This design comes from an exercise in tuning for small area, a short achievable clock period and few clock cycles per item on the open sky130 flow, not from production work.
Where RTL was checked, it was by simulation tests only, not by an equivalence proof against the original.

Setup of the baseline:
==> module seg_plan, before the edit <==
module seg_plan(clk,rst,start,ox,oy,oz,dx,dy,dz,mod,v_con,n,
                done,dirx,diry,dirz,disx,disy,disz,vx,vy,vz);
parameter S = 7;                   
localparam K = (26 + S - 1) / S;   
parameter KMIN = K - 1;            
input clk;
input rst;
input start;
input [10:0] ox,oy,dx,dy;
input [8:0] oz,dz;
input mod;
input [3:0] v_con;
input [3:0] n;
output reg done;
output reg dirx,diry,dirz;
output [10:0] disx,disy;
output [8:0] disz;
output reg [25:0] vx,vy,vz;
reg [10:0] ax,ay,bx,by;
reg [8:0] az,bz;
reg m_r;
reg [3:0] s_r;
reg minx,miny,needz_r;
reg setup;
reg [2:0] cnt;
assign disx=ax;
assign disy=ay;
assign disz=az;
reg [16:0] vv;
reg [7:0] c;
always @(*)
begin
    if(m_r==0)
    begin
        case(s_r)
        4'd1:c=50;
        4'd2:c=42;
        4'd3:c=36;
        4'd4:c=30;
        4'd5:c=24;
        4'd6:c=20;
        4'd7:c=18;
        4'd8:c=16;
        4'd9:c=14;
        4'd10:c=12;
        4'd11:c=10;
        4'd12:c=9;
        4'd13:c=8;
        4'd14:c=7;
        4'd15:c=6;
        default:c=60;
        endcase
    end
    else
    begin
        if(s_r==0) c=160;
        else c=s_r*10;
    end
end
always @(*)
begin
    if(m_r==0)
    begin
        case(s_r)
        4'd1:vv=25000;
        4'd2:vv=21000;
        4'd3:vv=18000;
        4'd4:vv=15000;
        4'd5:vv=12000;
        4'd6:vv=10000;
        4'd7:vv=9000;
        4'd8:vv=8000;
        4'd9:vv=7000;
        4'd10:vv=6000;
        4'd11:vv=5000;
        4'd12:vv=4500;
        4'd13:vv=4000;
        4'd14:vv=3500;
        4'd15:vv=3000;
        default:vv=30000;
        endcase
    end
    else
    begin
        if(s_r==0) vv=80000;
        else vv=s_r*5000;
    end
end
wire [11:0] ux={1'b0,ax}-{1'b0,bx};
wire [11:0] uy={1'b0,ay}-{1'b0,by};
wire [9:0] uz={1'b0,az}-{1'b0,bz};
wire dirx_t=ux[11];
wire diry_t=uy[11];
wire dirz_t=uz[9];
wire [10:0] disx_t=(ux[10:0]^{11{dirx_t}})+dirx_t;
wire [10:0] disy_t=(uy[10:0]^{11{diry_t}})+diry_t;
wire [8:0] disz_t=(uz[8:0]^{9{dirz_t}})+dirz_t;
wire bigx=(disx_t>=disy_t);
wire [10:0] mx=bigx?disx_t:disy_t;
wire [10:0] mn=bigx?disy_t:disx_t;
wire [18:0] cm=c*mx;
wire [23:0] p_hi=(cm<<7)-(cm<<1)-cm;
wire [25:0] P={p_hi,2'b00};
wire needx=(mn!=0)&&(disx_t!=disy_t);
wire needz=(disz_t!=0)&&!((disx_t==0)&&(disy_t==0));
reg [2:0] k_t;
reg [25:0] d0;
reg [10:0] r0xy;
reg [8:0] r0z;
integer k,j;
always @(*)
begin
    k_t=K;
    d0=P>>(S*K-26);
    r0xy=0;
    r0z=0;
    for(k=K-1;k>=KMIN;k=k-1)
    begin
        j=26-S*k;
        if((!needx||((P>>(26-j))<mn))&&(!needz||((P>>(26-j))<disz_t)))
        begin
            k_t=k;
            d0=P<<j;
            r0xy=P>>(26-j);
            r0z=P>>(26-j);
        end
    end
end
function [11:0] rstep;    
    input [10:0] r;
    input b;
    input [10:0] d;
    reg [11:0] t;
    begin
        t={r,b};
        rstep[11]=(t>={1'b0,d});
        rstep[10:0]=rstep[11]?(t-d):t[10:0];
    end
endfunction
function [9:0] rstepz;    
    input [8:0] r;
    input b;
    input [8:0] d;
    reg [9:0] t;
    begin
        t={r,b};
        rstepz[9]=(t>={1'b0,d});
        rstepz[8:0]=rstepz[9]?(t-d):t[8:0];
    end
endfunction
wire last=(cnt==1);
wire [25:0] qxy=minx?vx:vy;
reg [10:0] rxy_n;
reg [8:0] rz_n;
reg [S-1:0] qlo_xy,qlo_z;
reg [11:0] sxy;
reg [9:0] sz;
integer i;
always @(*)
begin
    rxy_n=bx;
    rz_n=bz;
    for(i=0;i<S;i=i+1)
    begin
        sxy=rstep(rxy_n,qxy[25-i],by);
        rxy_n=sxy[10:0];
        qlo_xy[S-1-i]=sxy[11];
        sz=rstepz(rz_n,vz[25-i],az);
        rz_n=sz[8:0];
        qlo_z[S-1-i]=sz[9];
    end
end
wire [25-S:0] hxy=qxy[25-S:0];
wire [25-S:0] hz=vz[25-S:0];
wire [25-S:0] hxy_inc=hxy+1;
wire [25-S:0] hz_inc=hz+1;
wire [S-1:0] lxy_inc=qlo_xy+last;
wire [S-1:0] lz_inc=qlo_z+last;
wire cxy=last&&(&qlo_xy);
wire cz=last&&(&qlo_z);
wire [25:0] qxy_n={cxy?hxy_inc:hxy,lxy_inc};
wire [25:0] qz_n={cz?hz_inc:hz,lz_inc};
wire busy=setup||(cnt!=0);
always @(posedge clk)
begin
    if(!busy)
    begin
        ax<=ox;
        ay<=oy;
        az<=oz;
        bx<=dx;
        by<=dy;
        bz<=dz;
        m_r<=mod;
        s_r<=mod?n:v_con;
    end
    else if(setup)
    begin
        dirx<=dirx_t;
        diry<=diry_t;
        dirz<=dirz_t;
        ax<=disx_t;
        ay<=disy_t;
        az<=disz_t;
        by<=mn;
        bx<=r0xy;
        bz<=r0z;
        minx<=needx&&!bigx;
        miny<=needx&&bigx;
        needz_r<=needz;
    end
    else
    begin
        bx<=rxy_n;
        bz<=rz_n;
    end
    if(setup)
    begin
        vx<=(needx&&!bigx)?d0:{9'd0,vv};
        vy<=(needx&&bigx)?d0:{9'd0,vv};
        vz<=needz?d0:26'd10000;
    end
    else
    begin
        vx<=minx?qxy_n:{9'd0,vv};
        vy<=miny?qxy_n:{9'd0,vv};
        vz<=needz_r?qz_n:26'd10000;
    end
end
always @(posedge clk)
begin
    if(rst)
    begin
        setup<=0;
        cnt<=0;
        done<=0;
    end
    else
    begin
        setup<=start;
        done<=0;
        if(setup)
        begin
            if(needx||needz)
                cnt<=k_t;
            else
                done<=1;
        end
        else if(cnt!=0)
        begin
            cnt<=cnt-1;
            if(cnt==1)
                done<=1;
        end
    end
end
endmodule
export LEC_CHECK = 0
export CAP_MARGIN = 20
export CORE_MARGIN = 2
export CORE_UTILIZATION = 40
export SLEW_MARGIN = 20
create_clock -name core_clock -period 100.0 [get_ports {clk}]
run.sh (not shown) runs the stock make flow with config.mk's settings and CLKGATE_MAP_FILE= SYNTH_SCRIPT=/design/flow/synth_recipe.tcl, a recipe that flattens the netlist after the stock synthesis.
[inputs] the candidate vs the baseline
--- a/flow/design.v
+++ b/flow/design.v
@@ -17,12 +17,14 @@
 output [10:0] disx,disy;
 output [8:0] disz;
-output reg [25:0] vx,vy,vz;
+output [25:0] vx,vy,vz;
 reg [10:0] ax,ay,bx,by;
 reg [8:0] az,bz;
 reg m_r;
 reg [3:0] s_r;
+reg [25:0] qxy,qz;       
 reg minx,miny,needz_r;
 reg setup;
 reg [2:0] cnt;
+reg [16:0] vv_r;         
 assign disx=ax;
 assign disy=ay;
@@ -88,4 +90,7 @@
     end
 end
+assign vx=minx?qxy:{9'd0,vv_r};
+assign vy=miny?qxy:{9'd0,vv_r};
+assign vz=needz_r?qz:26'd10000;
 wire [11:0] ux={1'b0,ax}-{1'b0,bx};
 wire [11:0] uy={1'b0,ay}-{1'b0,by};
@@ -150,9 +155,7 @@
     end
 endfunction
-wire last=(cnt==1);
-wire [25:0] qxy=minx?vx:vy;
 reg [10:0] rxy_n;
 reg [8:0] rz_n;
-reg [S-1:0] qlo_xy,qlo_z;
+reg [25:0] qxy_n,qz_n;
 reg [11:0] sxy;
 reg [9:0] sz;
@@ -161,28 +164,23 @@
 begin
     rxy_n=bx;
+    qxy_n=qxy;
     rz_n=bz;
+    qz_n=qz;
     for(i=0;i<S;i=i+1)
     begin
-        sxy=rstep(rxy_n,qxy[25-i],by);
+        sxy=rstep(rxy_n,qxy_n[25],by);
         rxy_n=sxy[10:0];
-        qlo_xy[S-1-i]=sxy[11];
-        sz=rstepz(rz_n,vz[25-i],az);
+        qxy_n={qxy_n[24:0],sxy[11]};
+        sz=rstepz(rz_n,qz_n[25],az);
         rz_n=sz[8:0];
-        qlo_z[S-1-i]=sz[9];
-    end
-end
-wire [25-S:0] hxy=qxy[25-S:0];
-wire [25-S:0] hz=vz[25-S:0];
-wire [25-S:0] hxy_inc=hxy+1;
-wire [25-S:0] hz_inc=hz+1;
-wire [S-1:0] lxy_inc=qlo_xy+last;
-wire [S-1:0] lz_inc=qlo_z+last;
-wire cxy=last&&(&qlo_xy);
-wire cz=last&&(&qlo_z);
-wire [25:0] qxy_n={cxy?hxy_inc:hxy,lxy_inc};
-wire [25:0] qz_n={cz?hz_inc:hz,lz_inc};
+        qz_n={qz_n[24:0],sz[9]};
+    end
+    qxy_n=qxy_n+(cnt==1);
+    qz_n=qz_n+(cnt==1);
+end
 wire busy=setup||(cnt!=0);
 always @(posedge clk)
 begin
+    vv_r<=vv;
     if(!busy)
     begin
@@ -218,13 +216,11 @@
     if(setup)
     begin
-        vx<=(needx&&!bigx)?d0:{9'd0,vv};
-        vy<=(needx&&bigx)?d0:{9'd0,vv};
-        vz<=needz?d0:26'd10000;
-    end
-    else
-    begin
-        vx<=minx?qxy_n:{9'd0,vv};
-        vy<=miny?qxy_n:{9'd0,vv};
-        vz<=needz_r?qz_n:26'd10000;
+        qxy<=d0;
+        qz<=d0;
+    end
+    else
+    begin
+        qxy<=qxy_n;
+        qz<=qz_n;
     end
 end
[summary]
The final layout from the candidate, which completed every stage, passed the timing, design-rule and antenna checks at the end of the flow. The baseline finished every stage and its layout cleared the timing, design-rule and antenna checks. On insertion delay to the later sink of the worst-skew pair, the baseline and the candidate are basically level. The total wire length after detailed routing in the baseline is 1.08 times that in the candidate. Higher number of gates on the worst path with buffers counted among the baseline and the candidate: the candidate. Setup slack: the candidate less than the baseline. Comparing simple-gate share of the synthesized area for the baseline and the candidate, the bigger number came from the candidate. Comparing the candidate against the baseline, there is no change at all in number of remaining DRC errors. The HPWL after detailed placement in the candidate sits 7.0% below the value recorded for the baseline. Number of tap cells inserted on the candidate is down relative to the baseline. disz[0] as the critical path capture point was reported by the baseline, and vy[12] by the candidate. Compared to the baseline, the candidate has via count of the routed design 5.3% lower.
Function was not checked in any run of this note: the RTL went through the layout flow alone.

seg_plan, a different RTL version from the one above (not shown whole).
Size in the first run: roughly 2800 cells after synthesis, about 160 flip-flops, roughly 0.022 mm^2 of cells after synthesis.
==> flow/config.mk <==
export PLATFORM = sky130hd
export DESIGN_NAME = seg_plan
export DESIGN_NICKNAME = seg_plan
export VERILOG_FILES = /design/flow/design.v
export SDC_FILE = /design/flow/constraint.sdc
export NUM_CORES = 4
export LEC_CHECK = 0
export CAP_MARGIN = 20
export CORE_MARGIN = 2
export CORE_UTILIZATION = 40
export SLEW_MARGIN = 20
==> flow/constraint.sdc <==
create_clock -name core_clock -period 100.0 [get_ports {clk}]
set_input_delay 20.0000 -clock core_clock [delete_from_list [all_inputs] [get_ports {clk}]]
set_output_delay 20.0000 -clock core_clock [all_outputs]
set_load 0.01 [all_outputs]
standard.sh (not shown) runs the stock make flow with config.mk's settings and CLKGATE_MAP_FILE= SYNTH_SCRIPT=/design/flow/synth_recipe.tcl, a recipe that flattens the netlist after the stock synthesis.
==> flow/flow/run.sh <==
#!/bin/bash
# The standard layout, with the port buffers made from buf_1 cells
# (ORFS's default picks clkdlybuf4s50_1, a larger and slower delay cell).
export BUFFER_PORTS_ARGS="-buffer_cell sky130_fd_sc_hd__buf_1"
bash standard.sh > standard.log 2>&1
Next try:
--- a/flow/design.v
+++ b/flow/design.v
@@ -108,35 +108,39 @@
             r0xy=P>>(26-j);
             r0z=P>>(26-j);
         end
     end
 end
 function [11:0] rstep;    
     input [10:0] r;
     input b;
     input [10:0] d;
     reg [11:0] t;
+    reg [12:0] u;
     begin
         t={r,b};
-        rstep[11]=(t>={1'b0,d});
-        rstep[10:0]=rstep[11]?(t-d):t[10:0];
+        u={1'b0,t}-{2'b0,d};
+        rstep[11]=~u[12];
+        rstep[10:0]=u[12]?t[10:0]:u[10:0];
     end
 endfunction
 function [9:0] rstepz;    
     input [8:0] r;
     input b;
     input [8:0] d;
     reg [9:0] t;
+    reg [10:0] u;
     begin
         t={r,b};
-        rstepz[9]=(t>={1'b0,d});
-        rstepz[8:0]=rstepz[9]?(t-d):t[8:0];
+        u={1'b0,t}-{2'b0,d};
+        rstepz[9]=~u[10];
+        rstepz[8:0]=u[10]?t[8:0]:u[8:0];
     end
 endfunction
 wire last=(cnt==1);
 wire [25:0] qxy=vx;
 reg [10:0] rxy_n;
 reg [8:0] rz_n;
 reg [S-1:0] qlo_xy,qlo_z;
 reg [11:0] sxy;
 reg [9:0] sz;
 integer i;
Outcome:
- The changed run went through all stages and came out clean
- sequential share of layout area rose by 0.47 points
- die area came out lower by 3.1%
- critical path depth does not change
- synthesized area decreases by 3.1%
- first-iteration DRC count came out lower by 8.1%
- clock-buffer cell count decreases by 1
- sequential cell count does not change
Testbench counts after the change, summed over its fixed seeds: cycles 20,867, items 4,800.
For the first run of this note, only the layout was checked, not whether the RTL still works.

rev 12:
Another version of the RTL of seg_plan (not shown whole).
For scale: ~190 I/O pins, ~21,000 um^2 of cells after synthesis.
Settings: LEC_CHECK=0, CAP_MARGIN=20, CORE_MARGIN=2, CORE_UTILIZATION=40, SLEW_MARGIN=20; clock period 100.0 ns.
Scripts as last shown in full above: flow/flow/run.sh
Testbench counts of rev 12, summed over its fixed seeds: cycles 20,867, items 4,800.
> inputs changed (rev 12 -> rev 13)
--- a/flow/design.v
+++ b/flow/design.v
@@ -1,13 +1,13 @@
 `timescale 1ns / 1ps
 module seg_plan(clk,rst,start,ox,oy,oz,dx,dy,dz,mod,v_con,n,
                 done,dirx,diry,dirz,disx,disy,disz,vx,vy,vz);
-parameter S = 7;                   
+parameter S = 9;                   
 localparam K = (26 + S - 1) / S;   
 parameter KMIN = K - 1;            
 input clk;
 input rst;
 input start;
 input [10:0] ox,oy,dx,dy;
 input [8:0] oz,dz;
 input mod;
 input [3:0] v_con;
@@ -131,19 +131,19 @@
     reg [10:0] u;
     begin
         t={r,b};
         u={1'b0,t}-{2'b0,d};
         rstepz[9]=~u[10];
         rstepz[8:0]=u[10]?t[8:0]:u[8:0];
     end
 endfunction
 wire last=(cnt==1);
-wire [10:0] dxy=vy[10:0];    
+wire [10:0] dxy=minx?ax:ay;    
 wire [25:0] qxy=vx;
 reg [10:0] rxy_n;
 reg [8:0] rz_n;
 reg [S-1:0] qlo_xy,qlo_z;
 reg [11:0] sxy;
 reg [9:0] sz;
 integer i;
 always @(*)
 begin
@@ -212,27 +212,26 @@
     end
     else
     begin
         bx<=rxy_n;
         bz<=rz_n;
     end
     if(setup)
     begin
         vx<=needx?d0:{9'd0,vv};
-        vy<={9'd0,vv[16:11],(needx||needz)?mn:vv[10:0]};
+        vy<={9'd0,vv};
         vz<=needz?d0:26'd10000;
     end
     else
     begin
         vx<=(last?minx:(minx||miny))?qxy_n:{9'd0,vv};
-        if(last)
-            vy<=miny?qxy_n:{9'd0,vv};
-        else if(!busy)
+        vy<=(last&&miny)?qxy_n:{9'd0,vv};
+        if(!busy)
             vy[10:0]<=dy;
         vz<=needz_r?qz_n:26'd10000;
     end
 end
 always @(posedge clk)
 begin
     if(rst)
     begin
         setup<=0;
Rev 13 reached the final stage; the timing, design-rule and antenna checks on its layout passed. Rev 12 completed end to end with timing, DRC and antenna clean. Between rev 12 and rev 13, the flow reports synthesized area increasing by more than 10%. The final worst-path setup slack in rev 13 sits 6.05 ns below the value recorded for rev 12. In the reports for rev 13 and rev 12, the smaller multiplexer share of the synthesized area belongs to rev 12. Between rev 12 and rev 13, number of distinct library cells after synthesis increased. Final wirelength | rev 13 above rev 12. The lower non-clock inverter total of the final layout of rev 13 and rev 12 is in rev 12. Rev 13 vs. rev 12: cell count went up by 447.
No functional check of the RTL was part of rev 13.

==> static timing again, ports no longer ideal <==
The results above use ideal ports. As a check the final layouts listed here were re-extracted and re-timed, cells and wires unchanged.
Step 1: set_driving_cell puts a clkbuf_16 on clk and a buf_2 on each other input, an assumption about the parent block.
Step 2 adds t to the input delays and takes it off the output delays; t is the mean of the earliest and latest rising clock arrival at the registers after step 1. Input paths then give back, and output paths get back, about the clock's delay inside the block.
Slacks: ideal ports / drivers / drivers and shift; pairs: ideal ports / drivers.
run | shift t [ns] | slack for setup (ns) | worst setup path after step 2 | slew at the worst register clock pin (ns)
the baseline | 0.571 | 78.133 / 78.067 / 77.758 | input to register | 0.09 / 0.09
the candidate | 0.555 | 77.493 / 77.433 / 77.672 | input to register | 0.08 / 0.08
the first run of note 2 | 0.557 | 78.593 / 78.534 / 78.887 | register to register | 0.09 / 0.09
the second run of note 2 | 0.550 | 78.602 / 78.548 / 79.055 | input to register | 0.09 / 0.09
rev 12 | 0.542 | 78.584 / 78.530 / 79.071 | register to output | 0.07 / 0.07
rev 13 | 0.529 | 72.534 / 72.534 / 72.534 | register to register | 0.08 / 0.08
After both steps setup and hold are still met in every run listed. The setup slack of the baseline, which loses most, moves by -0.066 ns with the drivers and by -0.375 ns with both steps.
